Source: an optimization exercise on an open RTL-to-GDS flow (aim: small area). Production flows keep margins and buffers that such runs may drop.
In this exercise RTL edits were held to simulation tests only and were not proved equivalent to the original.
Power and IR drop assume default switching activity.

==> flow/design.v (excerpt) <==
module kl10_edp (
  input clk,
  input ad_cry_06_h,
  input ad_cry_12_h,
  input ad_cry_18_h,
  input ad_cry_24_h,
  input ad_cry_30_h,
  input ad_cry_36_b_h,
  input ad_cry_m02_a_h,
  input adx_cry_06_h,
  input adx_cry_12_h,
  input adx_cry_18_h,
  input adx_cry_24_h,
  input adx_cry_30_h,
  input apr_fm_adr_10_h,
  input apr_fm_adr_1_h,
  input apr_fm_adr_2_h,
  input apr_fm_adr_4_h,
  input apr_fm_block_1_h,
  input apr_fm_block_2_h,
  input apr_fm_block_4_h,
  input armm_00_h,
  input armm_01_h,
  input armm_02_h,
  input armm_03_h,
  input armm_04_h,
  input armm_05_h,
  input armm_06_h,
  input armm_07_h,
  input armm_08_h,
  input armm_09_h,
  input armm_10_h,
  input armm_11_h,
  input armm_12_h,
  input armm_13_h,
  input armm_14_h,
  input armm_15_h,
  input armm_16_h,
  input armm_17_h,
  input armm_18_h,
  input armm_19_h,
  input armm_20_h,
  input armm_21_h,
  input armm_22_h,
  input armm_23_h,
  input armm_24_h,
  input armm_25_h,
  input armm_26_h,
  input armm_27_h,
  input armm_28_h,
  input armm_29_h,
  input armm_30_h,
  input armm_31_h,
  input armm_32_h,
  input armm_33_h,
  input armm_34_h,
  input armm_35_h,
  input arx_36_h,
  input arx_37_h,
  input brx_36_h,
  input cache_data_00_b_h,
  input cache_data_01_b_h,
  input cache_data_02_b_h,
  input cache_data_03_b_h,
  input cache_data_04_b_h,
  input cache_data_05_b_h,
  input cache_data_06_b_h,
  input cache_data_07_b_h,
  input cache_data_08_b_h,
  input cache_data_09_b_h,
  input cache_data_10_b_h,
  input cache_data_11_b_h,
  input cache_data_12_b_h,
  input cache_data_13_b_h,
  input cache_data_14_b_h,
  input cache_data_15_b_h,
  input cache_data_16_b_h,
  input cache_data_17_b_h,
  input cache_data_18_b_h,
  input cache_data_19_b_h,
  input cache_data_20_b_h,
  ...
Size: ~190 flip-flops, ~23,000 µm² of cells after synthesis.
clock: 7.0 ns
lec_check: 0
cap_margin: 20
core_margin: 2
core_utilization: 60
slew_margin: 20
standard.sh (not shown) runs the stock make flow with config.mk's settings and CLKGATE_MAP_FILE= SYNTH_SCRIPT=/design/flow/synth_recipe.tcl, a recipe that flattens the netlist after the stock synthesis.
==> flow/flow/run.sh <==
#!/bin/bash
set -euo pipefail
export BUFFER_PORTS_ARGS="-buffer_cell sky130_fd_sc_hd__buf_1"
export RECOVER_POWER=100
bash standard.sh > standard_flow.log 2>&1
The baseline did not get past I/O pin placement (3_2_place_iop).
Rerun with:
==> flow/run.sh (new file) <==
#!/bin/bash
# synth_recipe.tcl (not shown) runs the flow's synth.tcl, then flattens the netlist and writes it again
# the make line also repeats each setting of config.mk as NAME=value (left out here)
make -C /OpenROAD-flow-scripts/flow DESIGN_CONFIG=/design/flow/config.mk WORK_HOME=/design/flow/orfs CLKGATE_MAP_FILE= SYNTH_SCRIPT=/design/flow/synth_recipe.tcl finish
--- a/flow/config.mk
+++ b/flow/config.mk
@@ -9,3 +9,3 @@
 export CORE_MARGIN = 2
-export CORE_UTILIZATION = 60
+export CORE_UTILIZATION = 40
 export SLEW_MARGIN = 20
removed: flow/flow/run.sh
removed: flow/standard.sh
What happened: This time the run went through all stages and came out clean. Area after synthesis stays the same. Synthesized cell count stays the same.
Rerun with:
==> flow/flow/run.sh (new file) <==
#!/bin/bash
set -euo pipefail
export BUFFER_PORTS_ARGS="-buffer_cell sky130_fd_sc_hd__buf_1"
export RECOVER_POWER=100
bash standard.sh > standard_flow.log 2>&1
==> flow/standard.sh (new file) <==
#!/bin/bash
# synth_recipe.tcl (not shown) runs the flow's synth.tcl, then flattens the netlist and writes it again
# the make line also repeats each setting of config.mk as NAME=value (left out here)
make -C /OpenROAD-flow-scripts/flow DESIGN_CONFIG=/design/flow/config.mk WORK_HOME=/design/flow/orfs CLKGATE_MAP_FILE= SYNTH_SCRIPT=/design/flow/synth_recipe.tcl "${@:-finish}"
--- a/flow/config.mk
+++ b/flow/config.mk
@@ -8,4 +8,5 @@
 export CAP_MARGIN = 20
+export CORE_ASPECT_RATIO = 0.5
 export CORE_MARGIN = 2
-export CORE_UTILIZATION = 40
+export CORE_UTILIZATION = 55
 export SLEW_MARGIN = 20
removed: flow/run.sh
Now the flow reached the layout checks and failed them: max-capacitance violations, max-slew violations. Total power is lower by about a fifth. Worst hold slack degrades by 0.0097 ns. Clock skew goes up by 0.0030 ns. Area after synthesis is unchanged. Utilization went up by 6.8 points. Design area drops by about a fifth.
Rerun with:
==> flow/flow/run.sh (replaced) <==
#!/bin/bash
set -euo pipefail
export BUFFER_PORTS_ARGS="-buffer_cell sky130_fd_sc_hd__buf_1"
bash standard.sh > standard_flow.log 2>&1
--- a/flow/config.mk
+++ b/flow/config.mk
@@ -8,5 +8,4 @@
 export CAP_MARGIN = 20
-export CORE_ASPECT_RATIO = 0.5
 export CORE_MARGIN = 2
-export CORE_UTILIZATION = 55
+export CORE_UTILIZATION = 40
 export SLEW_MARGIN = 20
The changed run finished with timing, DRC and antenna clean.
Utilization drops by 16 points.
Worst setup slack gains 0.41 ns.
Synthesized cell count stays the same.
Routed wire length increases by 14%.
Flip-flop and latch count stays the same.
Design area went up by 2.9%.
Global-route usage is lower by 8.3 points.
Critical path depth is higher by 2.
Area after synthesis is unchanged.

## afterwards: timing with drivers on the ports
The flow's constraints put no driver on any port. The routed layouts listed below were extracted and timed again, unchanged, in two steps. Step 1 (the two cells are an assumption about what drives the block):
set clk [get_ports {clk}]
set_driving_cell -lib_cell sky130_fd_sc_hd__clkbuf_16 $clk
set_driving_cell -lib_cell sky130_fd_sc_hd__buf_2 [delete_from_list [all_inputs] $clk]
Step 2, shift: input delay + t, output delay - t, t = (earliest + latest rising clock arrival at the registers) / 2. This alone moves slack from input paths to output paths. a / b / c = ideal ports / drivers / drivers and shift; a / b = the first two.
run	shift t [ns]	setup WS [ns]	latest minus earliest clock arrival (ns)	pins driven straight from the clock port
the second run	0.519	0.178 / 0.125 / 0.125	0.014 / 0.014	1
the third run	0.526	0.225 / 0.198 / 0.198	0.018 / 0.018	1
the fourth run	0.530	0.634 / 0.608 / 0.608	0.011 / 0.011	1
The setup slack of the second run, which loses most, moves by -0.053 ns with the drivers and by -0.053 ns with both steps.
